This is an optimization exercise on Yosys and OpenROAD, whose aim is small area, a short achievable clock period and few clock cycles per item, not a production implementation. Only simulation tests tie the RTL to the original design; equivalence was not proved. Power and IR drop assume default switching activity.

## flow/design.v (module list and top-level ports; edited modules follow where they fit)
// module pipelined: 1212 lines
module pipelined(
    input  wire              clk,
    input  wire              rst,
    input  wire              in_valid,
    output wire              in_ready,
    input  wire signed [15:0] a,
    input  wire signed [15:0] b,
    input  wire signed [15:0] c,
    input  wire signed [15:0] d,
    input  wire signed [15:0] e,
    output reg               out_valid,
    input  wire              out_ready,
    output wire signed [31:0] y
);
  // ...
==> flow/flow/run.sh <==
#!/bin/bash
# Standard ORFS layout, except that Yosys's "synth" runs with -noabc, so the quick
# ABC pass before full-adder extraction does not scramble the adder tree's polarity.
set -euo pipefail
sed 's/yosys synth -nofsm -noshare {\*}\$args/yosys synth -nofsm -noshare -noabc {*}$args/' synth_recipe.tcl > flow/noabc_synth.tcl
grep -q -- '-noabc' flow/noabc_synth.tcl
sed "s#SYNTH_SCRIPT=[^ ]*#SYNTH_SCRIPT=$PWD/flow/noabc_synth.tcl#" standard.sh > flow/standard_noabc.sh
grep -q noabc_synth flow/standard_noabc.sh
bash flow/standard_noabc.sh "BUFFER_PORTS_ARGS=-buffer_cell sky130_fd_sc_hd__buf_1" finish > standard.log 2>&1
==> flow/flow/noabc_synth.tcl <==
proc synth {args} { yosys synth -nofsm -noshare -noabc {*}$args }
source $::env(SCRIPTS_DIR)/synth.tcl
# left out here: clear keep_hierarchy, flatten, clean up, hide names made inside functions, write 1_2_yosys.v
==> flow/flow/standard_noabc.sh <==
#!/bin/bash
# The standard flow's own layout of this design, on the ORFS make targets given (by default finish). After
# finish it leaves the final layout's DEF at /design/flow/out/final.def.
set -euo pipefail
make -C /OpenROAD-flow-scripts/flow DESIGN_CONFIG=/design/flow/config.mk WORK_HOME=/design/flow/orfs CLKGATE_MAP_FILE= SYNTH_SCRIPT=/design/flow/flow/noabc_synth.tcl ABC_AREA=1 CAP_MARGIN=20 CORE_MARGIN=2 CORE_UTILIZATION=40 SETUP_SLACK_MARGIN=4.35 SLEW_MARGIN=20 "${@:-finish}"
if [[ -f /design/flow/orfs/results/sky130hd/pipelined/base/6_final.odb ]]; then
  : # left out here: write the final layout as DEF
fi
==> flow/standard.sh <==
#!/bin/bash
# synth_recipe.tcl (not shown) runs the flow's synth.tcl, then flattens the netlist and writes it again
# the make line also repeats each setting of config.mk as NAME=value (left out here)
make -C /OpenROAD-flow-scripts/flow DESIGN_CONFIG=/design/flow/config.mk WORK_HOME=/design/flow/orfs CLKGATE_MAP_FILE= SYNTH_SCRIPT=/design/flow/synth_recipe.tcl "${@:-finish}"
==> flow/config.mk <==
export PLATFORM = sky130hd
export DESIGN_NAME = pipelined
export DESIGN_NICKNAME = pipelined
export VERILOG_FILES = /design/flow/design.v
export SDC_FILE = /design/flow/constraint.sdc
export NUM_CORES = 4
export LEC_CHECK = 0
export ABC_AREA = 1
export CAP_MARGIN = 20
export CORE_MARGIN = 2
export CORE_UTILIZATION = 40
export SETUP_SLACK_MARGIN = 4.35
export SLEW_MARGIN = 20
==> flow/constraint.sdc <==
create_clock -name core_clock -period 8.0 [get_ports {clk}]
set_input_delay 1.6000 -clock core_clock [delete_from_list [all_inputs] [get_ports {clk}]]
set_output_delay 1.6000 -clock core_clock [all_outputs]
set_load 0.01 [all_outputs]
==> qor.txt, run 1 <==
POWER
-----------------------------------------------------------------------
Clk pwr share ............................................        11.8%
Total power draw .........................................     0.0111 W
Leakage power figure .....................................      8.87 nW
Switching share of power .................................        45.2%
Sequential logic power ...................................    0.00281 W

DRT
-----------------------------------------------------------------------
Total Routed Length ......................................     50500 µm
WL per Instance ..........................................      20.5 µm
Post-DR vias/cell ........................................         5.33
Final routed DRC violation total .........................            0
M1 wire length ...........................................     22400 µm

TIMING
-----------------------------------------------------------------------
Ratio of final minimum period to clock period ............        45.0%
Hold Slack ...............................................       449 ps
Worst slew pin tran ......................................      1190 ps
Relative slew margins ....................................        20.9%

CRITICAL PATH
-----------------------------------------------------------------------
Cell mode on critical path ............................... sky130_fd_sc_hd__fa_1
Worst-path cell chain .................................... xor2_1 > fa_1 > fa_1 > fa_1 > fa_1
Minimum setup slack among reg-to-reg paths ...............      4400 ps
FF-to-FF Start ........................................... yneg[1]$_DFFE_PN_
R2R depth ................................................            5

GLOBAL ROUTING
-----------------------------------------------------------------------
Wire length of the first global-routing pass .............     78100 µm
Global Route met3 Usage ..................................        4.11%
Antenna violations before repair .........................            0

LAYOUT
-----------------------------------------------------------------------
Clock tree cell share of total cell area .................        4.31%
Sequential fraction of total cell area ...................        33.2%
Leading cell types in the layout, fill and taps excluded . sky130_fd_sc_hd__xor2_1 (271), sky130_fd_sc_hd__fa_1 (246), sky130_fd_sc_hd__o22ai_1 (240), sky130_fd_sc_hd__edfxtp_1 (217), sky130_fd_sc_hd__nand2_1 (157)

FLOORPLAN
-----------------------------------------------------------------------
Inserted tap cell count ..................................          664
# rows ...................................................           81
Core region area .........................................    48800 µm²

SYNTH
-----------------------------------------------------------------------
Dominant synthesized flop cell ........................... sky130_fd_sc_hd__edfxtp_1
Top cells by instance count after synthesis .............. sky130_fd_sc_hd__xor2_1 (271), sky130_fd_sc_hd__fa_1 (247), sky130_fd_sc_hd__o22ai_1 (240)
Post-synthesis sequential element count ..................          254
Number of nets produced by synthesis .....................         2141

MIN PATH
-----------------------------------------------------------------------
Hold Path Stages .........................................            2

CLOCKING
-----------------------------------------------------------------------
H-tree depth .............................................            1

OUTCOME
-----------------------------------------------------------------------
Status ................................................... finished clean

Testbench counts, summed over its fixed seeds: cycles 32,024, items 32,000.
==> inputs of run 2 (changes only) <==
==> flow/flow/standard_noabc.sh (replaced) <==
#!/bin/bash
# The standard flow's own layout of this design, on the ORFS make targets given (by default finish). After
# finish it leaves the final layout's DEF at /design/flow/out/final.def.
set -euo pipefail
make -C /OpenROAD-flow-scripts/flow DESIGN_CONFIG=/design/flow/config.mk WORK_HOME=/design/flow/orfs CLKGATE_MAP_FILE= SYNTH_SCRIPT=/design/flow/flow/noabc_synth.tcl ABC_AREA=1 CAP_MARGIN=20 CORE_MARGIN=2 CORE_UTILIZATION=60 PLACE_DENSITY=0.75 SETUP_SLACK_MARGIN=4.2 SLEW_MARGIN=20 "${@:-finish}"
if [[ -f /design/flow/orfs/results/sky130hd/pipelined/base/6_final.odb ]]; then
  : # left out here: write the final layout as DEF
fi
--- a/flow/config.mk
+++ b/flow/config.mk
@@ -8,6 +8,7 @@
 export ABC_AREA = 1
 export CAP_MARGIN = 20
 export CORE_MARGIN = 2
-export CORE_UTILIZATION = 40
-export SETUP_SLACK_MARGIN = 4.35
+export CORE_UTILIZATION = 60
+export PLACE_DENSITY = 0.75
+export SETUP_SLACK_MARGIN = 4.2
 export SLEW_MARGIN = 20
==> run 2 against run 1 <==
  * Still clean
  * Clock power up 8%
  * Critical path depth unchanged
  * Register-to-register slack worse by 120 ps
  * Via count up 0.23%
  * Worst setup slack worse by 120 ps
  * Die area down 33%
  * Maximum frequency down 3.3%
  * Critical endpoint unchanged
==> qor.txt, run 2 <==
DRT
--------------------------------------------------------------------------------
Vias post-DR ......................................................        13168
Total Routed Length ...............................................     47800 µm   -5.3%
Post-DR vias/cell .................................................         5.96   +12%
WL per Instance ...................................................      21.6 µm   +5.7%
Detailed Route Iter0 Violations ...................................         1654
Post-route antenna net violation count ............................            0
DRT Pass-1 Iters ..................................................            7
Final routed DRC violation total ..................................            0   unchanged

FLOORPLAN
--------------------------------------------------------------------------------
Height of the chip ................................................       185 µm
Core region area ..................................................    32500 µm²   -34%
Total Die Area ....................................................    34400 µm²
X dimension of the die ............................................       185 µm
# rows ............................................................           66   -19%
Starting utilization of the core area .............................        60.8%
Count of pins on the block boundary ...............................          118

PLACEMENT
--------------------------------------------------------------------------------
Detailed Place HPWL ...............................................     34500 µm
Number of port buffers ............................................          117
Routability congestion estimate ...................................        0.946

TIMING
--------------------------------------------------------------------------------
Relative slew margins .............................................        20.0%   -0.96 points
Fmax ..............................................................      269 MHz
Pins Over Slew Limit ..............................................            0
Worst slew pin tran ...............................................      1200 ps   +14.4 ps
Fin. Hold Viols ...................................................            0
Ratio of final minimum period to clock period .....................        46.6%   +1.5 points
Unrepaired setup endpoints after global routing ...................           no
Clock Skew ........................................................      12.2 ps
Crit path time final ..............................................      3720 ps
Count of final setup violators ....................................            0
Total Neg Setup Slack .............................................         0 ps

POWER
--------------------------------------------------------------------------------
Internal Pwr Total ................................................    0.00609 W
Largest vdd supply drop ...........................................     0.360 mV
Clk pwr share .....................................................        12.8%   +1.0 points
Net switching power figure ........................................    0.00492 W
Combinational share of power ......................................        61.4%
Leakage power figure ..............................................      8.67 nW   -2.2%
Sequential share of power .........................................        25.8%
Power Dens Cells ..................................................   518 nW/µm²
Switching share of power ..........................................        44.7%   -0.45 points

CRITICAL PATH
--------------------------------------------------------------------------------
Kind of launch point of the worst setup path ......................         flop
Crit path required time ...........................................      8320 ps
Worst setup path class ............................................ flop to flop
Worst-path fanout max .............................................           17
Arrival @ worst endpoint ..........................................      4040 ps
Critical path endpoint category ...................................         flop

OUTCOME
--------------------------------------------------------------------------------
Status ............................................................ finished clean

SYNTH
--------------------------------------------------------------------------------
Leading post-synthesis cells by cell area ......................... sky130_fd_sc_hd__edfxtp_1 (33%), sky130_fd_sc_hd__fa_1 (25%), sky130_fd_sc_hd__xor2_1 (12%), sky130_fd_sc_hd__o22ai_1 (7.6%), sky130_fd_sc_hd__ha_1 (3.9%)
Number of nets produced by synthesis ..............................         2141   unchanged
Count of warnings emitted by yosys ................................            1
Top cells by instance count after synthesis ....................... sky130_fd_sc_hd__xor2_1 (271), sky130_fd_sc_hd__fa_1 (247), sky130_fd_sc_hd__o22ai_1 (240)
Post-synth EDFFs ..................................................          217
Number of different library cells in the post-synthesis netlist ...           30
FFs w/ async S/R, synth ...........................................           0%
Share of synthesized area occupied by flip-flops and latches ......        36.8%
Dominant synthesized flop cell .................................... sky130_fd_sc_hd__edfxtp_1
Post-synthesis sequential element count ...........................          254   unchanged
Most instantiated library cell after synthesis .................... sky130_fd_sc_hd__xor2_1
Cell count after synthesis ........................................         1749
Average cell area after synthesis .................................     11.3 µm²
Synth area leader ................................................. sky130_fd_sc_hd__edfxtp_1
Proportion of netlist area held by the largest area contributor ...        33.0%
Mapped Area .......................................................    19700 µm²

CLOCKING
--------------------------------------------------------------------------------
CTS buffer count ..................................................           29
Clock root buffer ................................................. sky130_fd_sc_hd__clkbuf_16
H-tree depth ......................................................            1   unchanged
CTS tree ..........................................................          yes
Number of buffers on the longest clock path .......................            3
Sinks on Clock Net ................................................          254
Clock slew at reported path FFs ...................................        60 ps
Clock Latency Late Sink ...........................................       580 ps

GLOBAL ROUTING
--------------------------------------------------------------------------------
Wire length of the first global-routing pass ......................     74500 µm   -4.7%
Overall global routing resource usage .............................        28.6%
Number of global-route vias before repair .........................        13051
Leftover overflow at the end of global routing ....................            0
Antenna violations before repair ..................................            0   unchanged
Pin count of the biggest net entering global routing ..............          136

LAYOUT
--------------------------------------------------------------------------------
Leading cell types in the layout, fill and taps excluded .......... sky130_fd_sc_hd__xor2_1 (271), sky130_fd_sc_hd__fa_1 (247), sky130_fd_sc_hd__o22ai_1 (240), sky130_fd_sc_hd__edfxtp_1 (217), sky130_fd_sc_hd__nand2_1 (159)
Relative area change from synthesis to final layout ...............        7.53%
Layout Utilization ................................................        65.4%
Commonest non-fill, non-tap cell in the layout .................... sky130_fd_sc_hd__xor2_1
Number of filler instances in the final layout ....................         2437
NumNets Final .....................................................         2136
Diodes inserted ...................................................            0
Largest registers ................................................. Y2 x32, Y x32
Fraction of final layout cells with drive strength greater than 1 .        4.53%

JOB
--------------------------------------------------------------------------------
# Max-Cap Violations ..............................................            0

MIN PATH
--------------------------------------------------------------------------------
Hold Path Class ................................................... flop to flop

[run 2: cell counts after synthesis]
Identical to the previous run, type by type.
[run 2: through the flow]
stage	power (W)	hold slack, ps	instance area [µm²]	cells	setup WS (ps)
after floorplan	0.00768	418	19700	1749	4600
after global placement	0.00914	431	20100	2145	4340
after detailed placement	0.00952	437	20100	2145	4310
after CTS	0.0110	454	21100	2199	4290
after global routing	0.0122	472	21200	2209	4210
final	0.0110	450	21200	2209	4280
[run 2: per-layer routing]
layer  track usage (%)  share of wire, %  vias to the layer above
met2              42.4                43                      843
met3              7.45                12                      113
met1              42.5                42                     6345
met4              6.48               2.2                        0
met5                 0                 0                        -
li1                  -                 -                     5867
[run 2: worst paths after layout]
check	end	slack, ps	depth (start not counted)	start
hold / removal	Y2[30]$_DFF_P_	450	2	Y2[30]$_DFF_P_
setup / recovery	m13_2$_DFFE_PN_	4280	5	xneg[6]$_DFFE_PN_
setup reg to reg	m13_2$_DFFE_PN_	4280	5	xneg[6]$_DFFE_PN_
hold reg to reg	Y2[30]$_DFF_P_	450	2	Y2[30]$_DFF_P_
[run 2: final cells by class]
cell class / instances / area, µm² / area share, %
multi-input cells: 1183 / 11300 / 53.1
flip-flops and latches: 254 / 7260 / 34.2
clock buffers: 33 / 751 / 3.54
repair buffers: 133 / 572 / 2.69
well taps: 442 / 553 / 2.60
inverters: 143 / 544 / 2.56
clock inverters: 21 / 275 / 1.30
[run 2: logic make-up after synthesis]
family                   synth area share (%)
AND/OR/NAND/NOR                          5.44
AO/OA/AOI/OAI                            9.83
XOR/XNOR                                 12.9
flip-flops                               36.8
adder cells (fa/ha/maj)                  28.9
buffers and inverters                    6.16
[run 2: repair_timing]
item,4_1_cts,5_1_grt
resized for setup,0,1
hold buffers,0,0
setup endpoints to repair,0,2
buffers inserted,0,10
[run 2: power groups by stage]
| stage | clock network [W] | logic [W] | registers [W] |
|---|---|---|---|
| after CTS | 0.00143 | 0.00670 | 0.00283 |
| after floorplan | 0 | 0.00498 | 0.00269 |
| final | 0.00141 | 0.00676 | 0.00284 |
| after detailed placement | 0 | 0.00666 | 0.00286 |
| after global placement | 0 | 0.00630 | 0.00284 |
| after global routing | 0.00149 | 0.00780 | 0.00288 |
[run 2: critical path: stages (launching register included)]
cell and delay [ps]:
sky130_fd_sc_hd__edfxtp_1 970, sky130_fd_sc_hd__fa_1 620, sky130_fd_sc_hd__fa_1 490, sky130_fd_sc_hd__fa_1 400, sky130_fd_sc_hd__fa_1 560, sky130_fd_sc_hd__fa_1 420
==> inputs of run 3 (changes only) <==
==> flow/flow/standard_noabc.sh (replaced) <==
#!/bin/bash
# The standard flow's own layout of this design, on the ORFS make targets given (by default finish). After
# finish it leaves the final layout's DEF at /design/flow/out/final.def.
set -euo pipefail
make -C /OpenROAD-flow-scripts/flow DESIGN_CONFIG=/design/flow/config.mk WORK_HOME=/design/flow/orfs CLKGATE_MAP_FILE= SYNTH_SCRIPT=/design/flow/flow/noabc_synth.tcl ABC_AREA=1 CAP_MARGIN=20 CORE_MARGIN=2 CORE_UTILIZATION=40 CTS_CLUSTER_DIAMETER=80 CTS_CLUSTER_SIZE=40 SETUP_SLACK_MARGIN=4.2 SLEW_MARGIN=20 "${@:-finish}"
if [[ -f /design/flow/orfs/results/sky130hd/pipelined/base/6_final.odb ]]; then
  : # left out here: write the final layout as DEF
fi
--- a/flow/config.mk
+++ b/flow/config.mk
@@ -8,7 +8,8 @@
 export ABC_AREA = 1
 export CAP_MARGIN = 20
 export CORE_MARGIN = 2
-export CORE_UTILIZATION = 60
-export PLACE_DENSITY = 0.75
+export CORE_UTILIZATION = 40
+export CTS_CLUSTER_DIAMETER = 80
+export CTS_CLUSTER_SIZE = 40
 export SETUP_SLACK_MARGIN = 4.2
 export SLEW_MARGIN = 20
==> run 3 against run 2 <==
  * Still clean
  * Sequential cell count unchanged
  * Final area increased by 0.14%
  * Clock-buffer cell count decreased by 12
  * Sequential share of layout area about the same
==> qor.txt, run 3 <==
OUTCOME
--------------------------------------------------------------------------------
Status ............................................................ finished clean

SYNTH
--------------------------------------------------------------------------------
Share of synthesized area occupied by flip-flops and latches ......        36.8%   unchanged
Fraction of the mapped netlist area in adder cells ................        28.9%   unchanged
Average cell area after synthesis .................................     11.3 µm²   unchanged
Post-synth EDFFs ..................................................          217   unchanged
Number of nets produced by synthesis ..............................         2141   unchanged
Cell count after synthesis ........................................         1749   unchanged
Number of different library cells in the post-synthesis netlist ...           30   unchanged
FFs w/ async S/R, synth ...........................................           0%   unchanged
Synthesized-area fraction occupied by and/or/nand/nor cells .......        5.44%   unchanged
Most instantiated library cell after synthesis .................... sky130_fd_sc_hd__xor2_1
Top cells by instance count after synthesis ....................... sky130_fd_sc_hd__xor2_1 (271), sky130_fd_sc_hd__fa_1 (247), sky130_fd_sc_hd__o22ai_1 (240)
XOR/XNOR share of the synthesized area ............................        12.9%   unchanged
Post-synthesis sequential element count ...........................          254   unchanged
Mapped Area .......................................................    19700 µm²   unchanged
Post-synthesis compound-gate area fraction ........................        9.83%   unchanged
Count of warnings emitted by yosys ................................            1   unchanged
Synth area leader ................................................. sky130_fd_sc_hd__edfxtp_1
Dominant combinational cell family by area after synthesis ........  adder cells
Dominant synthesized flop cell .................................... sky130_fd_sc_hd__edfxtp_1
Leading post-synthesis cells by cell area ......................... sky130_fd_sc_hd__edfxtp_1 (33%), sky130_fd_sc_hd__fa_1 (25%), sky130_fd_sc_hd__xor2_1 (12%), sky130_fd_sc_hd__o22ai_1 (7.6%), sky130_fd_sc_hd__ha_1 (3.9%)
Post-synthesis mux area share .....................................           0%   unchanged
Proportion of netlist area held by the largest area contributor ...        33.0%   unchanged

DRT
--------------------------------------------------------------------------------
Post-route antenna net violation count ............................            0   unchanged
Final routed DRC violation total ..................................            0   unchanged
Total Routed Length ...............................................     49800 µm   +4.3%
Vias post-DR ......................................................        12828   -2.6%
WL per Instance ...................................................      20.7 µm   -4.4%
Detailed Route Iter0 Violations ...................................         1312   -21%
DRT Pass-1 Iters ..................................................            5   -2
Post-DR vias/cell .................................................         5.33   -11%

CRITICAL PATH
--------------------------------------------------------------------------------
Worst setup path class ............................................ flop to flop
Crit path required time ...........................................      8310 ps   about the same
Worst-path fanout max .............................................           18   +1
FF-to-FF Start .................................................... xneg[0]$_DFFE_PN_
Slowest stage cell, crit path ..................................... sky130_fd_sc_hd__edfxtp_1
Largest stage delay on the critical path ..........................      1060 ps   +90 ps
R2R depth .........................................................            5   unchanged
Critical R2R Capture .............................................. m3_0$_DFFE_PN_
Kind of launch point of the worst setup path ......................         flop
Worst-path cell chain ............................................. fa_1 > fa_1 > fa_1 > fa_1 > fa_1
Cell mode on critical path ........................................ sky130_fd_sc_hd__fa_1
Critical path endpoint category ...................................         flop
Arrival @ worst endpoint ..........................................      4000 ps   -40 ps
Minimum setup slack among reg-to-reg paths ........................      4300 ps   +30 ps

LAYOUT
--------------------------------------------------------------------------------
Post-route cell area ..............................................    21300 µm²   +0.14%
Largest registers ................................................. Y2 x32, Y x32
NumNets Final .....................................................         2122   -0.66%
Number of filler instances in the final layout ....................         4588   +88%
Leading cell types in the layout, fill and taps excluded .......... sky130_fd_sc_hd__xor2_1 (271), sky130_fd_sc_hd__fa_1 (247), sky130_fd_sc_hd__o22ai_1 (240), sky130_fd_sc_hd__edfxtp_1 (217), sky130_fd_sc_hd__nand2_1 (159)
Fraction of final layout cells with drive strength greater than 1 .        3.78%   -0.74 points
Diodes inserted ...................................................            0   unchanged
Commonest non-fill, non-tap cell in the layout .................... sky130_fd_sc_hd__xor2_1
Relative area change from synthesis to final layout ...............        7.67%

CLOCKING
--------------------------------------------------------------------------------
H-tree depth ......................................................            1   unchanged
CTS buffer count ..................................................           20   -31%
CTS tree ..........................................................          yes
Number of buffers on the longest clock path .......................            3   unchanged
Hold buffers post-CTS .............................................            0   unchanged
Clock Latency Late Sink ...........................................       570 ps   about the same
Sinks on Clock Net ................................................          254   unchanged
Clock slew at reported path FFs ...................................       100 ps   +40 ps
Clock root buffer ................................................. sky130_fd_sc_hd__clkbuf_16

GLOBAL ROUTING
--------------------------------------------------------------------------------
Number of global-route vias before repair .........................        13134   +0.64%
Leftover overflow at the end of global routing ....................            0   unchanged
Overall global routing resource usage .............................        19.8%   -8.8 points
Wire length of the first global-routing pass ......................     77800 µm   +4.5%
Pin count of the biggest net entering global routing ..............          142   +4.4%
Antenna violations before repair ..................................            0   unchanged

MIN PATH
--------------------------------------------------------------------------------
Hold Path Stages ..................................................            2   unchanged
Hold Path Class ................................................... flop to flop
Worst Hold Endpoint ............................................... Y2[31]$_DFF_P_
Min-delay src ..................................................... Y2[31]$_DFF_P_

TIMING
--------------------------------------------------------------------------------
Count of final setup violators ....................................            0   unchanged
Total Neg Setup Slack .............................................         0 ps   unchanged
Worst slew pin tran ...............................................      1150 ps   -45.5 ps
Pins Over Slew Limit ..............................................            0   unchanged
Fmax ..............................................................      270 MHz   +0.71%
Unrepaired setup endpoints after global routing ...................           no
Relative slew margins .............................................        23.0%   +3.0 points
Clock Skew ........................................................      38.6 ps   +26.5 ps
Crit path time final ..............................................      3700 ps   -26.3 ps
Ratio of final minimum period to clock period .....................        46.2%   -0.33 points
Fin. Hold Viols ...................................................            0   unchanged

POWER
--------------------------------------------------------------------------------
Switching share of power ..........................................        46.2%   +1.5 points
Combinational share of power ......................................        62.8%   +1.4 points
Clk pwr share .....................................................        11.0%   -1.8 points
Total power draw ..................................................     0.0108 W   -2.0%
Internal Pwr Total ................................................    0.00580 W   -4.7%
Power Dens Cells ..................................................   507 nW/µm²   -2.1%
Net switching power figure ........................................    0.00499 W   +1.3%
Sequential share of power .........................................        26.2%   +0.4 points
Largest vdd supply drop ...........................................     0.232 mV   -36%
Leakage power figure ..............................................      8.54 nW   -1.5%

FLOORPLAN
--------------------------------------------------------------------------------
Count of pins on the block boundary ...............................          118   unchanged
X dimension of the die ............................................       226 µm   +22%
Total Die Area ....................................................    51200 µm²   +49%
Starting utilization of the core area .............................        40.4%   -20 points
# rows ............................................................           81   +23%
Height of the chip ................................................       226 µm   +22%
Core region area ..................................................    48800 µm²   +51%

JOB
--------------------------------------------------------------------------------
# Max-Cap Violations ..............................................            0   unchanged

PLACEMENT
--------------------------------------------------------------------------------
Number of port buffers ............................................          117   unchanged
Routability congestion estimate ...................................        0.916   -3.2%
Placed Area .......................................................    20400 µm²   +1.5%
Detailed Place HPWL ...............................................     36600 µm   +5.9%

==> run 3: logic make-up (layout without fill, tap and decap cells) <==
logic type	count (synthesis)	in the layout
adders and majority gates	308	308
xor gates and xnor gates	291	291
AOI/OAI and AO/OA	324	324
buffers and inverters	312	307
and+or+nand+nor	260	260
DFF	254	254
==> run 3: final cells by class <==
type                    count  area [µm²]  share of cell area (%)
clock inverters            15         300                    1.41
multi-input cells        1183       11300                    53.1
clock buffers              21         526                    2.47
repair buffers            128         522                    2.45
inverters                 143         544                    2.56
well taps                 664         831                    3.91
flip-flops and latches    254        7260                    34.1
==> run 3: worst max path at each step <==
stage | from | endpoint
after global placement | m13_0$_DFFE_PN_ | Y[17]$_DFFE_PP_
after detailed placement | m13_0$_DFFE_PN_ | Y[17]$_DFFE_PP_
after floorplan | y2v$_SDFF_PP0_ | An[0]$_DFFE_PN_
after CTS | m13_0$_DFFE_PN_ | Y[17]$_DFFE_PP_
final | xneg[0]$_DFFE_PN_ | m3_0$_DFFE_PN_
after global routing | xneg[0]$_DFFE_PN_ | m3_0$_DFFE_PN_
==> run 3: metrics by stage <==
step / instances / utilization, % / hold slack, ps / setup slack [ps]
after floorplan: 1749 / - / 418 / 4600
after global placement: 2371 / 41.8 / 433 / 4370
after detailed placement: 2371 / 41.8 / 438 / 4280
after CTS: 2407 / 43.5 / 459 / 4290
after global routing: 2408 / 43.5 / 482 / 4200
final: 2408 / 43.5 / 454 / 4300
==> run 3: power groups by stage <==
stage / Sequential (W) / Clock (W) / Combinational (W)
global placement: 0.00284 / 0 / 0.00655
detailed placement: 0.00286 / 0 / 0.00675
finish: 0.00283 / 0.00119 / 0.00677
global route: 0.00288 / 0.00127 / 0.00790
floorplan: 0.00269 / 0 / 0.00498
CTS: 0.00283 / 0.00123 / 0.00678
==> run 3: what timing repair did <==
item                       CTS  global route
gates resized for setup      0             1
buffers inserted             0             1
setup endpoints to repair    0             3
==> run 3: worst max-delay path, delay by kind of cell (launching register included) <==
family     cells  cell delay (ps)
flops          1             1060
fa+ha+maj      5             2380
==> run 3: routing by layer <==
layer  GRT usage [%]  vias up  share of wire (%)
met3            3.62       77                8.1
met1            28.8     6347                 45
met2            30.9      573                 45
li1                -     5831                  -
met4            4.29        0                1.7
met5               0        -                  0
==> inputs of run 4 (changes only) <==
==> flow/flow/standard_noabc.sh (replaced) <==
#!/bin/bash
# The standard flow's own layout of this design, on the ORFS make targets given (by default finish). After
# finish it leaves the final layout's DEF at /design/flow/out/final.def.
set -euo pipefail
make -C /OpenROAD-flow-scripts/flow DESIGN_CONFIG=/design/flow/config.mk WORK_HOME=/design/flow/orfs CLKGATE_MAP_FILE= SYNTH_SCRIPT=/design/flow/flow/noabc_synth.tcl ABC_AREA=1 CAP_MARGIN=20 CORE_MARGIN=2 CORE_UTILIZATION=40 'CTS_BUF_LIST=sky130_fd_sc_hd__clkbuf_4 sky130_fd_sc_hd__clkbuf_8' SETUP_SLACK_MARGIN=4.2 SLEW_MARGIN=20 "${@:-finish}"
if [[ -f /design/flow/orfs/results/sky130hd/pipelined/base/6_final.odb ]]; then
  : # left out here: write the final layout as DEF
fi
--- a/flow/config.mk
+++ b/flow/config.mk
@@ -9,7 +9,6 @@
 export CAP_MARGIN = 20
 export CORE_MARGIN = 2
 export CORE_UTILIZATION = 40
-export CTS_CLUSTER_DIAMETER = 80
-export CTS_CLUSTER_SIZE = 40
+export CTS_BUF_LIST = sky130_fd_sc_hd__clkbuf_4 sky130_fd_sc_hd__clkbuf_8
 export SETUP_SLACK_MARGIN = 4.2
 export SLEW_MARGIN = 20
==> run 4 against run 3 <==
  * Still clean
  * Sequential cell count is the same
  * Area after synthesis is the same
  * Core utilization grew 0.34 points
  * Die area is the same
  * Combinational power is essentially flat
  * First-iteration DRC count grew 0.69%
  * Cell count grew 2.0%
  * Wire length grew 1.6%
  * Clock-buffer cell count grew 41
  * Sequential share of layout area shrank 0.27 points
  * Total power grew 1.3%
  * Critical endpoint unchanged
  * Largest power group unchanged
  * Highest routed layer unchanged
==> qor.txt, run 4 <==
OUTCOME
--------------------------------------------------------------------------------
Status ............................................................ finished clean

TIMING
--------------------------------------------------------------------------------
Unrepaired setup endpoints after global routing ...................           no
Final critical-path setup slack ...................................      4300 ps   +1.84 ps
Ratio of final minimum period to clock period .....................        46.2%   about the same
Relative slew margins .............................................        23.2%   +0.21 points
Clock Skew ........................................................      26.9 ps   -11.7 ps
Worst slew pin tran ...............................................      1150 ps   -3.08 ps
Crit path time final ..............................................      3700 ps   -1.84 ps
Total Neg Setup Slack .............................................         0 ps   unchanged
Pins Over Slew Limit ..............................................            0   unchanged
Fin. Hold Viols ...................................................            0   unchanged
Hold Slack ........................................................       450 ps   -4.49 ps
Fmax ..............................................................      271 MHz   about the same
Count of final setup violators ....................................            0   unchanged

LAYOUT
--------------------------------------------------------------------------------
Number of filler instances in the final layout ....................         4592   +0.087%
Area of combinational cells with multiple inputs ..................    11300 µm²   unchanged
Leading cell types in the layout, fill and taps excluded .......... sky130_fd_sc_hd__xor2_1 (271), sky130_fd_sc_hd__fa_1 (247), sky130_fd_sc_hd__o22ai_1 (240), sky130_fd_sc_hd__edfxtp_1 (217), sky130_fd_sc_hd__nand2_1 (159)
Relative area change from synthesis to final layout ...............        8.52%
Post-route cell area ..............................................    21400 µm²   +0.79%
Sequential cell area ..............................................     7260 µm²   unchanged
Largest registers ................................................. Y2 x32, Y x32
Commonest non-fill, non-tap cell in the layout .................... sky130_fd_sc_hd__xor2_1
Fraction of final layout cells with drive strength greater than 1 .        6.09%   +2.3 points
NumNets Final .....................................................         2148   +1.2%
Diodes inserted ...................................................            0   unchanged

DRT
--------------------------------------------------------------------------------
Total Routed Length ...............................................     50600 µm   +1.6%
WL per Instance ...................................................      20.6 µm   -0.36%
Post-route antenna net violation count ............................            0   unchanged
Final routed DRC violation total ..................................            0   unchanged
Post-DR vias/cell .................................................         5.31   -0.25%
DRT Pass-1 Iters ..................................................            5   unchanged
Detailed Route Iter0 Violations ...................................         1321   +0.69%
Vias post-DR ......................................................        13046   +1.7%

SYNTH
--------------------------------------------------------------------------------
Average cell area after synthesis .................................     11.3 µm²   unchanged
Mapped Area .......................................................    19700 µm²   unchanged
Synth area leader ................................................. sky130_fd_sc_hd__edfxtp_1
Proportion of netlist area held by the largest area contributor ...        33.0%   unchanged
Dominant synthesized flop cell .................................... sky130_fd_sc_hd__edfxtp_1
Count of warnings emitted by yosys ................................            1   unchanged
Cell count after synthesis ........................................         1749   unchanged
Post-synth EDFFs ..................................................          217   unchanged
Leading post-synthesis cells by cell area ......................... sky130_fd_sc_hd__edfxtp_1 (33%), sky130_fd_sc_hd__fa_1 (25%), sky130_fd_sc_hd__xor2_1 (12%), sky130_fd_sc_hd__o22ai_1 (7.6%), sky130_fd_sc_hd__ha_1 (3.9%)
Top cells by instance count after synthesis ....................... sky130_fd_sc_hd__xor2_1 (271), sky130_fd_sc_hd__fa_1 (247), sky130_fd_sc_hd__o22ai_1 (240)
Most instantiated library cell after synthesis .................... sky130_fd_sc_hd__xor2_1
Number of different library cells in the post-synthesis netlist ...           30   unchanged
FFs w/ async S/R, synth ...........................................           0%   unchanged
Post-synthesis sequential element count ...........................          254   unchanged
Number of nets produced by synthesis ..............................         2141   unchanged
Share of synthesized area occupied by flip-flops and latches ......        36.8%   unchanged

CRITICAL PATH
--------------------------------------------------------------------------------
Cell mode on critical path ........................................ sky130_fd_sc_hd__fa_1
Critical path endpoint category ...................................         flop
Worst-path cell chain ............................................. fa_1 > fa_1 > fa_1 > fa_1 > fa_1
Kind of launch point of the worst setup path ......................         flop
Worst setup path class ............................................ flop to flop
Worst-path fanout max .............................................           18   unchanged
Total buffers and inverters traversed by the critical path ........            0   unchanged
Delay-heaviest family, CP .........................................  adder cells
Arrival @ worst endpoint ..........................................      4070 ps   +70 ps
Slowest stage cell, crit path ..................................... sky130_fd_sc_hd__edfxtp_1
Crit path required time ...........................................      8370 ps   +60 ps
Largest stage delay on the critical path ..........................      1050 ps   about the same
Minimum setup slack among reg-to-reg paths ........................      4300 ps   about the same

FLOORPLAN
--------------------------------------------------------------------------------
# rows ............................................................           81   unchanged
Height of the chip ................................................       226 µm   unchanged
Core region area ..................................................    48800 µm²   unchanged
X dimension of the die ............................................       226 µm   unchanged
Starting utilization of the core area .............................        40.4%   unchanged
Count of pins on the block boundary ...............................          118   unchanged
Total Die Area ....................................................    51200 µm²   unchanged

GLOBAL ROUTING
--------------------------------------------------------------------------------
Number of global-route vias before repair .........................        13376   +1.8%
Wire length of the first global-routing pass ......................     78700 µm   +1.2%
Leftover overflow at the end of global routing ....................            0   unchanged
Pin count of the biggest net entering global routing ..............          142   unchanged
Overall global routing resource usage .............................        20.2%   +0.40 points
Antenna violations before repair ..................................            0   unchanged

MIN PATH
--------------------------------------------------------------------------------
Hold Path Class ................................................... flop to flop

POWER
--------------------------------------------------------------------------------
Net switching power figure ........................................    0.00494 W   -0.83%
Total power draw ..................................................     0.0109 W   +1.3%
Switching share of power ..........................................        45.3%   -0.96 points
Combinational share of power ......................................        62.0%   -0.8 points
Clk pwr share .....................................................        12.1%   +1.1 points
Internal Pwr Total ................................................    0.00598 W   +3.1%
Sequential share of power .........................................        25.9%   -0.3 points
Power Dens Cells ..................................................   510 nW/µm²   +0.48%
Largest vdd supply drop ...........................................     0.233 mV   +0.18%
Leakage power figure ..............................................      8.66 nW   +1.4%

CLOCKING
--------------------------------------------------------------------------------
CTS buffer count ..................................................           46   +130%
H-tree depth ......................................................            2   +1
Number of buffers on the longest clock path .......................            3   unchanged
CTS tree ..........................................................          yes
Clock root buffer ................................................. sky130_fd_sc_hd__clkbuf_8
Hold buffers post-CTS .............................................            0   unchanged
Clock slew at reported path FFs ...................................        60 ps   -40 ps
Clock Latency Late Sink ...........................................       640 ps   +70 ps
Sinks on Clock Net ................................................          254   unchanged

JOB
--------------------------------------------------------------------------------
# Max-Cap Violations ..............................................            0   unchanged

PLACEMENT
--------------------------------------------------------------------------------
Detailed Place HPWL ...............................................     36600 µm   unchanged
Number of port buffers ............................................          117   unchanged
Placed Area .......................................................    20400 µm²   unchanged
Worst setup slack after placement .................................      4280 ps   unchanged
Routability congestion estimate ...................................        0.916   unchanged

[run 4: cell counts after synthesis]
Identical to the previous run, type by type.
[run 4: logic make-up after synthesis]
family	count (synthesis)	share of synthesized area, %
AOI/OAI and AO/OA	324	9.83
xor gates and xnor gates	291	12.9
adders and majority gates	308	28.9
buffers and inverters	312	6.16
DFF	254	36.8
and+or+nand+nor	260	5.44
[run 4: worst reg2reg max path, delay by kind of cell (launching register included)]
kind / cells / cell delay (ps)
flops: 1 / 1050
fa+ha+maj: 5 / 2380
[run 4: power by group through the flow]
stage	logic, W	clock network (W)	registers (W)
2_1_floorplan	0.00498	0	0.00269
3_3_place_gp	0.00655	0	0.00284
3_5_place_dp	0.00675	0	0.00286
4_1_cts	0.00678	0.00137	0.00284
5_1_grt	0.00791	0.00142	0.00289
6_report	0.00677	0.00132	0.00283
[run 4: timing repair]
item / CTS / global route
gates resized for setup: 0 / 1
setup endpoints to repair: 0 / 3
setup buffers: 0 / 1
[run 4: cell type report]
type | count | share of cell area [%]
multi-input cells | 1183 | 52.6
flip-flops and latches | 254 | 33.9
well taps | 664 | 3.88
clock buffers | 62 | 3.81
inverters | 143 | 2.54
repair buffers | 128 | 2.44
clock inverters | 21 | 0.829
[run 4: layer usage]
metal,vias to the layer above,share of wire [%],GRT usage [%]
met5,-,0,0
met4,0,2.4,5.33
met3,106,9.2,4.79
met2,662,44,30.8
met1,6390,44,28.9
li1,5888,-,-
[run 4: path summary, 6_finish.rpt]
check,startpoint,endpoint,cells past startpoint
setup / recovery,xneg[0]$_DFFE_PN_,m3_0$_DFFE_PN_,5
hold / removal,Y2[31]$_DFF_P_,Y2[31]$_DFF_P_,2
setup reg to reg,xneg[0]$_DFFE_PN_,m3_0$_DFFE_PN_,5
hold reg to reg,Y2[31]$_DFF_P_,Y2[31]$_DFF_P_,2
[run 4: through the flow]
stage / instances / util (%)
finish: 2455 / 43.9
global route: 2455 / 43.9
CTS: 2454 / 43.8
detailed placement: 2371 / 41.8
global placement: 2371 / 41.8
floorplan: 1749 / -
==> inputs of run 5 (changes only) <==
--- a/flow/config.mk
+++ b/flow/config.mk
@@ -9,6 +9,5 @@
 export CAP_MARGIN = 20
 export CORE_MARGIN = 2
 export CORE_UTILIZATION = 40
-export CTS_BUF_LIST = sky130_fd_sc_hd__clkbuf_4 sky130_fd_sc_hd__clkbuf_8
 export SETUP_SLACK_MARGIN = 4.2
 export SLEW_MARGIN = 20
removed: flow/flow/noabc_synth.tcl
removed: flow/flow/standard_noabc.sh
==> run 5 against run 4 <==
  * Via count fell by 0.93%
  * Sequential power is essentially flat
  * Critical path depth did not move
  * Register-to-register slack is essentially flat
  * Combinational power hardly changed
  * Wire length shrank 1.1%
  * Non-clock buffer count did not move
  * Largest power group unchanged
==> qor.txt, run 5 <==
CRITICAL PATH
--------------------------------------------------------------------------------
Crit path required time ...........................................      8310 ps   -60 ps
Worst-path fanout max .............................................           18   unchanged
Critical R2R Capture .............................................. m3_0$_DFFE_PN_
Critical path origin .............................................. xneg[0]$_DFFE_PN_
FF-to-FF Start .................................................... xneg[0]$_DFFE_PN_
Arrival @ worst endpoint ..........................................      4010 ps   -60 ps
R2R depth .........................................................            5   unchanged
Minimum setup slack among reg-to-reg paths ........................      4300 ps   about the same
Critical path endpoint category ...................................         flop
Kind of launch point of the worst setup path ......................         flop
Worst setup path class ............................................ flop to flop

FLOORPLAN
--------------------------------------------------------------------------------
Total Die Area ....................................................    51200 µm²   unchanged
X dimension of the die ............................................       226 µm   unchanged
# rows ............................................................           81   unchanged
Core region area ..................................................    48800 µm²   unchanged
Height of the chip ................................................       226 µm   unchanged
Starting utilization of the core area .............................        40.4%   unchanged
Count of pins on the block boundary ...............................          118   unchanged

CLOCKING
--------------------------------------------------------------------------------
Clock Latency Late Sink ...........................................       570 ps   -70 ps
Sinks on Clock Net ................................................          254   unchanged
CTS tree ..........................................................          yes
Number of buffers on the longest clock path .......................            3   unchanged
CTS buffer count ..................................................           29   -37%
H-tree depth ......................................................            1   -1
Clock root buffer ................................................. sky130_fd_sc_hd__clkbuf_16
Clock slew at reported path FFs ...................................        70 ps   about the same

DRT
--------------------------------------------------------------------------------
Detailed Route Iter0 Violations ...................................         1358   +2.8%
WL per Instance ...................................................      20.7 µm   +0.17%
Total Routed Length ...............................................     50100 µm   -1.1%
Post-DR vias/cell .................................................         5.33   +0.30%
Vias post-DR ......................................................        12925   -0.93%
Post-route antenna net violation count ............................            0   unchanged
DRT Pass-1 Iters ..................................................            6   +1
Final routed DRC violation total ..................................            0   unchanged

SYNTH
--------------------------------------------------------------------------------
Number of nets produced by synthesis ..............................         2141   unchanged
Top cells by instance count after synthesis ....................... sky130_fd_sc_hd__xor2_1 (271), sky130_fd_sc_hd__fa_1 (247), sky130_fd_sc_hd__o22ai_1 (240)
Number of different library cells in the post-synthesis netlist ...           30   unchanged
Most instantiated library cell after synthesis .................... sky130_fd_sc_hd__xor2_1
Share of synthesized area occupied by flip-flops and latches ......        36.8%   unchanged
Count of warnings emitted by yosys ................................            1   unchanged
Average cell area after synthesis .................................     11.3 µm²   unchanged
Dominant synthesized flop cell .................................... sky130_fd_sc_hd__edfxtp_1
Leading post-synthesis cells by cell area ......................... sky130_fd_sc_hd__edfxtp_1 (33%), sky130_fd_sc_hd__fa_1 (25%), sky130_fd_sc_hd__xor2_1 (12%), sky130_fd_sc_hd__o22ai_1 (7.6%), sky130_fd_sc_hd__ha_1 (3.9%)
Proportion of netlist area held by the largest area contributor ...        33.0%   unchanged
Cell count after synthesis ........................................         1749   unchanged
Post-synthesis sequential element count ...........................          254   unchanged
FFs w/ async S/R, synth ...........................................           0%   unchanged
Post-synth EDFFs ..................................................          217   unchanged
Mapped Area .......................................................    19700 µm²   unchanged
Synth area leader ................................................. sky130_fd_sc_hd__edfxtp_1

LAYOUT
--------------------------------------------------------------------------------
Diodes inserted ...................................................            0   unchanged
NumNets Final .....................................................         2131   -0.79%
Post-route cell area ..............................................    21400 µm²   -0.23%
Fraction of final layout cells with drive strength greater than 1 .        4.37%   -1.7 points
Largest registers ................................................. Y2 x32, Y x32
Leading cell types in the layout, fill and taps excluded .......... sky130_fd_sc_hd__xor2_1 (271), sky130_fd_sc_hd__fa_1 (247), sky130_fd_sc_hd__o22ai_1 (240), sky130_fd_sc_hd__edfxtp_1 (217), sky130_fd_sc_hd__nand2_1 (159)
Sequential cell area ..............................................     7260 µm²   unchanged
Relative area change from synthesis to final layout ...............        8.27%
Commonest non-fill, non-tap cell in the layout .................... sky130_fd_sc_hd__xor2_1
Number of filler instances in the final layout ....................         4585   -0.15%
Area of combinational cells with multiple inputs ..................    11300 µm²   unchanged

TIMING
--------------------------------------------------------------------------------
Worst slew pin tran ...............................................      1160 ps   +10.1 ps
Count of final setup violators ....................................            0   unchanged
Relative slew margins .............................................        22.6%   -0.67 points
Ratio of final minimum period to clock period .....................        46.2%   about the same
Clock Skew ........................................................      14.9 ps   -12.0 ps
Total Neg Setup Slack .............................................         0 ps   unchanged
Pins Over Slew Limit ..............................................            0   unchanged
Crit path time final ..............................................      3700 ps   -0.320 ps
Fin. Hold Viols ...................................................            0   unchanged
Fmax ..............................................................      271 MHz   about the same
Unrepaired setup endpoints after global routing ...................           no

PLACEMENT
--------------------------------------------------------------------------------
Number of port buffers ............................................          117   unchanged
Detailed Place HPWL ...............................................     36600 µm   unchanged
Placed Area .......................................................    20400 µm²   unchanged
Routability congestion estimate ...................................        0.916   unchanged

POWER
--------------------------------------------------------------------------------
Power Dens Cells ..................................................   511 nW/µm²   +0.17%
Switching share of power ..........................................        45.1%   -0.18 points
Internal Pwr Total ................................................    0.00600 W   +0.26%
Largest vdd supply drop ...........................................     0.241 mV   +3.4%
Leakage power figure ..............................................      8.62 nW   -0.43%
Sequential share of power .........................................        25.9%   about the same
Net switching power figure ........................................    0.00492 W   -0.46%
Clk pwr share .....................................................        12.0%   about the same
Combinational share of power ......................................        62.1%   about the same

GLOBAL ROUTING
--------------------------------------------------------------------------------
Leftover overflow at the end of global routing ....................            0   unchanged
Overall global routing resource usage .............................        19.9%   -0.31 points
Antenna violations before repair ..................................            0   unchanged
Wire length of the first global-routing pass ......................     78100 µm   -0.78%
Pin count of the biggest net entering global routing ..............          142   unchanged
Number of global-route vias before repair .........................        13218   -1.2%

MIN PATH
--------------------------------------------------------------------------------
Min-delay src ..................................................... Y2[29]$_DFF_P_
Hold Path Class ................................................... flop to flop
Worst Hold Endpoint ............................................... Y2[29]$_DFF_P_
Hold Path Stages ..................................................            2   unchanged

JOB
--------------------------------------------------------------------------------
# Max-Cap Violations ..............................................            0   unchanged

OUTCOME
--------------------------------------------------------------------------------
Status ............................................................ finished clean

==> run 5: changes by cell type in the layout (fill, tap and decap cells not counted), sizes merged <==
cell      delta
bufinv       -1
clkbuf      -29
clkinv       +2
clkinvlp     -4
inv          +2
==> run 5: what timing repair did <==
action                                  CTS  global route
setup buffers                             0             1
hold buffers                              0             0
endpoints found under the setup margin    0             3
gates resized for setup                   0             1
==> run 5: kinds of logic after synthesis <==
logic type	count (synthesis)	synth area share (%)
buf+inv	312	6.16
compound gates	324	9.83
simple gates	260	5.44
fa+ha+maj	308	28.9
xor+xnor	291	12.9
flops	254	36.8
==> run 5: layout make-up <==
type                            count  area share [%]
Inverter                          143            2.55
Sequential cell                   254            34.0
Clock inverter                     20           0.702
Timing Repair Buffer              128            2.44
Multi-Input combinational cell   1183            52.8
Clock buffer                       33            3.71
Tap cell                          664            3.89
==> run 5: how the worst max path moves through the flow <==
| stage | end | slack (ps) | depth (start not counted) |
|---|---|---|---|
| 2_1_floorplan | An[0]$_DFFE_PN_ | 4600 | 3 |
| 3_3_place_gp | Y[17]$_DFFE_PP_ | 4370 | 11 |
| 3_5_place_dp | Y[17]$_DFFE_PP_ | 4280 | 11 |
| 4_1_cts | Y[17]$_DFFE_PP_ | 4280 | 11 |
| 5_1_grt | m3_0$_DFFE_PN_ | 4210 | 5 |
| 6_report | m3_0$_DFFE_PN_ | 4300 | 5 |
==> run 5: critical path, stage by stage (launching register included) <==
cell	delay (ps)
sky130_fd_sc_hd__edfxtp_1	1040
sky130_fd_sc_hd__fa_1	610
sky130_fd_sc_hd__fa_1	410
sky130_fd_sc_hd__fa_1	450
sky130_fd_sc_hd__fa_1	450
sky130_fd_sc_hd__fa_1	460
==> run 5: layer usage <==
metal	vias up	track usage (%)	part of all wire, %
met2	583	31.0	45
met5	-	0	0
met4	0	4.52	1.7
li1	5857	-	-
met1	6405	28.8	45
met3	80	3.81	8.3
==> run 5: per-stage QoR <==
| stage | std cells | total power (W) | worst slack, ps | hold slack [ps] | util (%) |
|---|---|---|---|---|---|
| global placement | 2371 | 0.00939 | 4370 | 433 | 41.8 |
| finish | 2425 | 0.0109 | 4300 | 449 | 43.8 |
| detailed placement | 2371 | 0.00961 | 4280 | 438 | 41.8 |
| global route | 2425 | 0.0122 | 4210 | 474 | 43.8 |
| CTS | 2424 | 0.0110 | 4280 | 454 | 43.7 |
| floorplan | 1749 | 0.00768 | 4600 | 418 | - |
==> run 5: power groups by stage <==
stage	Sequential, W	Clock (W)	Combinational [W]
2_1_floorplan	0.00269	0	0.00498
6_report	0.00283	0.00131	0.00678
3_3_place_gp	0.00284	0	0.00655
3_5_place_dp	0.00286	0	0.00675
5_1_grt	0.00289	0.00139	0.00791
4_1_cts	0.00284	0.00134	0.00678
==> inputs of run 6 (changes only) <==
--- a/flow/flow/run.sh
+++ b/flow/flow/run.sh
@@ -1,6 +1,11 @@
 #!/bin/bash
-# Standard ORFS layout, except that Yosys's "synth" runs with -noabc, so the quick
-# ABC pass before full-adder extraction does not scramble the adder tree's polarity.
+# The standard ORFS layout with two changes:
+#  - Yosys's "synth" runs with -noabc. Otherwise the quick ABC pass before full-adder extraction
+#    changes the adder tree's polarity, and extract_fa then puts inverters between the fa cells.
+#    Registers, their names and their cell types stay as the standard synthesis makes them.
+#  - Port buffers are buf_1 rather than the default buffer cell. Every port still gets a buffer.
+# The tools' full output goes to standard.log in the work folder; ORFS also keeps per-step logs
+# under orfs/logs/.
 set -euo pipefail
 sed 's/yosys synth -nofsm -noshare {\*}\$args/yosys synth -nofsm -noshare -noabc {*}$args/' synth_recipe.tcl > flow/noabc_synth.tcl
 grep -q -- '-noabc' flow/noabc_synth.tcl
==> run 6 against run 5 <==
  * Combinational power about the same
  * Hold slack is the same
  * Sequential power barely moved
  * Cell count unchanged
  * Area after synthesis unchanged
  * Non-clock buffer count stayed put
  * Via count is the same
  * First-iteration DRC count did not move
  * Clock skew is the same
  * Sequential cell count did not move
  * Largest cell class unchanged
  * Largest power group unchanged
==> qor.txt, run 6 <==
SYNTH
--------------------------------------------------------------------------------
Post-synthesis sequential element count ...........................          254   unchanged
Post-synth EDFFs ..................................................          217   unchanged
Count of warnings emitted by yosys ................................            1   unchanged
Proportion of netlist area held by the largest area contributor ...        33.0%   unchanged
Share of synthesized area occupied by flip-flops and latches ......        36.8%   unchanged
Synthesized-area fraction occupied by and/or/nand/nor cells .......        5.44%   unchanged
XOR/XNOR share of the synthesized area ............................        12.9%   unchanged
Synth area leader ................................................. sky130_fd_sc_hd__edfxtp_1
FFs w/ async S/R, synth ...........................................           0%   unchanged
Post-synthesis mux area share .....................................           0%   unchanged
Mapped Area .......................................................    19700 µm²   unchanged
Post-synthesis compound-gate area fraction ........................        9.83%   unchanged
Average cell area after synthesis .................................     11.3 µm²   unchanged
Fraction of the mapped netlist area in adder cells ................        28.9%   unchanged
Number of nets produced by synthesis ..............................         2141   unchanged
Leading post-synthesis cells by cell area ......................... sky130_fd_sc_hd__edfxtp_1 (33%), sky130_fd_sc_hd__fa_1 (25%), sky130_fd_sc_hd__xor2_1 (12%), sky130_fd_sc_hd__o22ai_1 (7.6%), sky130_fd_sc_hd__ha_1 (3.9%)
Dominant combinational cell family by area after synthesis ........  adder cells
Top cells by instance count after synthesis ....................... sky130_fd_sc_hd__xor2_1 (271), sky130_fd_sc_hd__fa_1 (247), sky130_fd_sc_hd__o22ai_1 (240)
Number of different library cells in the post-synthesis netlist ...           30   unchanged
Cell count after synthesis ........................................         1749   unchanged
Dominant synthesized flop cell .................................... sky130_fd_sc_hd__edfxtp_1
Most instantiated library cell after synthesis .................... sky130_fd_sc_hd__xor2_1

CRITICAL PATH
--------------------------------------------------------------------------------
Worst-path cell chain ............................................. fa_1 > fa_1 > fa_1 > fa_1 > fa_1
Worst-path fanout max .............................................           18   unchanged
Critical path endpoint category ...................................         flop
Minimum setup slack among reg-to-reg paths ........................      4300 ps   about the same
Worst setup path class ............................................ flop to flop
Slowest stage cell, crit path ..................................... sky130_fd_sc_hd__edfxtp_1
Kind of launch point of the worst setup path ......................         flop
Cell mode on critical path ........................................ sky130_fd_sc_hd__fa_1
Largest stage delay on the critical path ..........................      1040 ps   about the same
Crit path required time ...........................................      8310 ps   about the same
Arrival @ worst endpoint ..........................................      4010 ps   about the same
R2R depth .........................................................            5   unchanged

CLOCKING
--------------------------------------------------------------------------------
Number of buffers on the longest clock path .......................            3   unchanged
Hold buffers post-CTS .............................................            0   unchanged
Clock Latency Late Sink ...........................................       570 ps   about the same
Clock root buffer ................................................. sky130_fd_sc_hd__clkbuf_16
H-tree depth ......................................................            1   unchanged
Clock slew at reported path FFs ...................................        70 ps   about the same
CTS buffer count ..................................................           29   unchanged
Sinks on Clock Net ................................................          254   unchanged
CTS tree ..........................................................          yes

JOB
--------------------------------------------------------------------------------
# Max-Cap Violations ..............................................            0   unchanged

TIMING
--------------------------------------------------------------------------------
Fmax ..............................................................      271 MHz   unchanged
Unrepaired setup endpoints after global routing ...................           no
Total Neg Setup Slack .............................................         0 ps   unchanged
Worst slew pin tran ...............................................      1160 ps   unchanged
Ratio of final minimum period to clock period .....................        46.2%   unchanged
Count of final setup violators ....................................            0   unchanged
Fin. Hold Viols ...................................................            0   unchanged
Clock Skew ........................................................      14.9 ps   unchanged
Pins Over Slew Limit ..............................................            0   unchanged
Crit path time final ..............................................      3700 ps   unchanged
Relative slew margins .............................................        22.6%   unchanged

DRT
--------------------------------------------------------------------------------
Final routed DRC violation total ..................................            0   unchanged
Total Routed Length ...............................................     50100 µm   unchanged
Highest layer used for signal routing .............................         met4
Post-route antenna net violation count ............................            0   unchanged
Detailed-routed wire length on met2 ...............................     22500 µm   unchanged
Detailed Route Iter0 Violations ...................................         1358   unchanged
DRT Pass-1 Iters ..................................................            6   unchanged
Post-DR vias/cell .................................................         5.33   unchanged
Routed length on met3 .............................................      4180 µm   unchanged
Vias post-DR ......................................................        12925   unchanged
M1 wire length ....................................................     22600 µm   unchanged
WL per Instance ...................................................      20.7 µm   unchanged

OUTCOME
--------------------------------------------------------------------------------
Status ............................................................ finished clean

LAYOUT
--------------------------------------------------------------------------------
NumNets Final .....................................................         2131   unchanged
Post-route cell area ..............................................    21400 µm²   unchanged
Diodes inserted ...................................................            0   unchanged
Number of filler instances in the final layout ....................         4585   unchanged
Commonest non-fill, non-tap cell in the layout .................... sky130_fd_sc_hd__xor2_1
Leading cell types in the layout, fill and taps excluded .......... sky130_fd_sc_hd__xor2_1 (271), sky130_fd_sc_hd__fa_1 (247), sky130_fd_sc_hd__o22ai_1 (240), sky130_fd_sc_hd__edfxtp_1 (217), sky130_fd_sc_hd__nand2_1 (159)
Largest registers ................................................. Y2 x32, Y x32
Relative area change from synthesis to final layout ...............        8.27%   unchanged
Fraction of final layout cells with drive strength greater than 1 .        4.37%   unchanged

PLACEMENT
--------------------------------------------------------------------------------
Number of port buffers ............................................          117   unchanged
Detailed Place HPWL ...............................................     36600 µm   unchanged
Placed Area .......................................................    20400 µm²   unchanged
Routability congestion estimate ...................................        0.916   unchanged

GLOBAL ROUTING
--------------------------------------------------------------------------------
Leftover overflow at the end of global routing ....................            0   unchanged
Pin count of the biggest net entering global routing ..............          142   unchanged
Number of global-route vias before repair .........................        13218   unchanged
Overall global routing resource usage .............................        19.9%   unchanged
Antenna violations before repair ..................................            0   unchanged
Wire length of the first global-routing pass ......................     78100 µm   unchanged

FLOORPLAN
--------------------------------------------------------------------------------
# rows ............................................................           81   unchanged
Core region area ..................................................    48800 µm²   unchanged
X dimension of the die ............................................       226 µm   unchanged
Height of the chip ................................................       226 µm   unchanged
Starting utilization of the core area .............................        40.4%   unchanged
Total Die Area ....................................................    51200 µm²   unchanged
Count of pins on the block boundary ...............................          118   unchanged

MIN PATH
--------------------------------------------------------------------------------
Hold Path Class ................................................... flop to flop
Hold Path Stages ..................................................            2   unchanged

POWER
--------------------------------------------------------------------------------
Leakage power figure ..............................................      8.62 nW   unchanged
Power Dens Cells ..................................................   511 nW/µm²   unchanged
Largest vdd supply drop ...........................................     0.241 mV   unchanged

-- run 6: path summary, 6_finish.rpt --
check / startpoint / endpoint
max: xneg[0]$_DFFE_PN_ / m3_0$_DFFE_PN_
min: Y2[29]$_DFF_P_ / Y2[29]$_DFF_P_
max reg2reg: xneg[0]$_DFFE_PN_ / m3_0$_DFFE_PN_
min reg2reg: Y2[29]$_DFF_P_ / Y2[29]$_DFF_P_
-- run 6: logic make-up after synthesis --
logic type | after synthesis
AOI/OAI and AO/OA | 324
adders and majority gates | 308
DFF | 254
buffers and inverters | 312
xor gates and xnor gates | 291
and+or+nand+nor | 260
-- run 6: where the power goes --
| part | internal, W | leakage [nW] | total (W) | switching [W] |
|---|---|---|---|---|
| clock | 0.000748 | 0.469 | 0.00131 | 0.000559 |
| combinational | 0.00277 | 5.55 | 0.00678 | 0.00401 |
| sequential | 0.00248 | 2.60 | 0.00283 | 0.000351 |
| total | 0.00600 | 8.62 | 0.0109 | 0.00492 |
-- run 6: worst max-delay path, delay by kind of cell (launching register included) --
kind	cells	cell delay (ps)
flops	1	1040
fa+ha+maj	5	2380
-- run 6: area by class of cell --
| type | count | area [µm²] | area share (%) |
|---|---|---|---|
| tap | 664 | 831 | 3.89 |
| clock inverter | 20 | 150 | 0.702 |
| clock buffer | 33 | 793 | 3.71 |
| timing repair buffer | 128 | 522 | 2.44 |
| sequential | 254 | 7260 | 34.0 |
| inverter | 143 | 544 | 2.55 |
| multi-input combinational | 1183 | 11300 | 52.8 |
-- run 6: layer usage --
metal	up-vias	global-route usage [%]
met1	6405	28.8
met2	583	31.0
met4	0	4.52
met3	80	3.81
met5	-	0
li1	5857	-
-- run 6: repair_timing --
action                                 in CTS  in global routing
setup endpoints to repair                   0                  3
gates resized for setup                     0                  1
buffers inserted                            0                  1
endpoints found under the hold margin       0                  0
-- run 6: stage by stage --
step / power (W) / utilization [%] / cells / setup slack, ps / hold slack, ps
after CTS: 0.0110 / 43.7 / 2424 / 4280 / 454
after detailed placement: 0.00961 / 41.8 / 2371 / 4280 / 438
after floorplan: 0.00768 / - / 1749 / 4600 / 418
after global placement: 0.00939 / 41.8 / 2371 / 4370 / 433
after global routing: 0.0122 / 43.8 / 2425 / 4210 / 474
final: 0.0109 / 43.8 / 2425 / 4300 / 449

-- separate check: timing with driven ports --
The flow's constraints put no driver on any port. The routed layouts listed below were extracted and timed again, unchanged, in two steps. Step 1: set_driving_cell puts a clkbuf_16 on clk and a buf_2 on each other input, an assumption about the parent block. Step 2, shift: input delay + t, output delay - t, t = (earliest + latest rising clock arrival at the registers) / 2. This alone moves slack from input paths to output paths. Three values: no drivers, after step 1, after step 2; two values: the first two.
| run | t, ns | setup slack, ns | hold WS [ns] | worst setup path at the end |
|---|---|---|---|---|
| run 1 | 0.623 | 4.398 / 4.398 / 4.398 | 0.449 / 0.449 / 0.449 | register to register |
| run 2 | 0.625 | 4.276 / 4.276 / 4.276 | 0.450 / 0.450 / 0.450 | register to register |
| run 3 | 0.601 | 4.302 / 4.302 / 4.302 | 0.454 / 0.454 / 0.454 | register to register |
| run 4 | 0.672 | 4.304 / 4.304 / 4.304 | 0.450 / 0.450 / 0.450 | register to register |
| run 5 | 0.618 | 4.304 / 4.304 / 4.304 | 0.449 / 0.449 / 0.449 | register to register |
| run 6 | 0.618 | 4.304 / 4.304 / 4.304 | 0.449 / 0.449 / 0.449 | register to register |
After both steps every run listed still meets setup and hold.
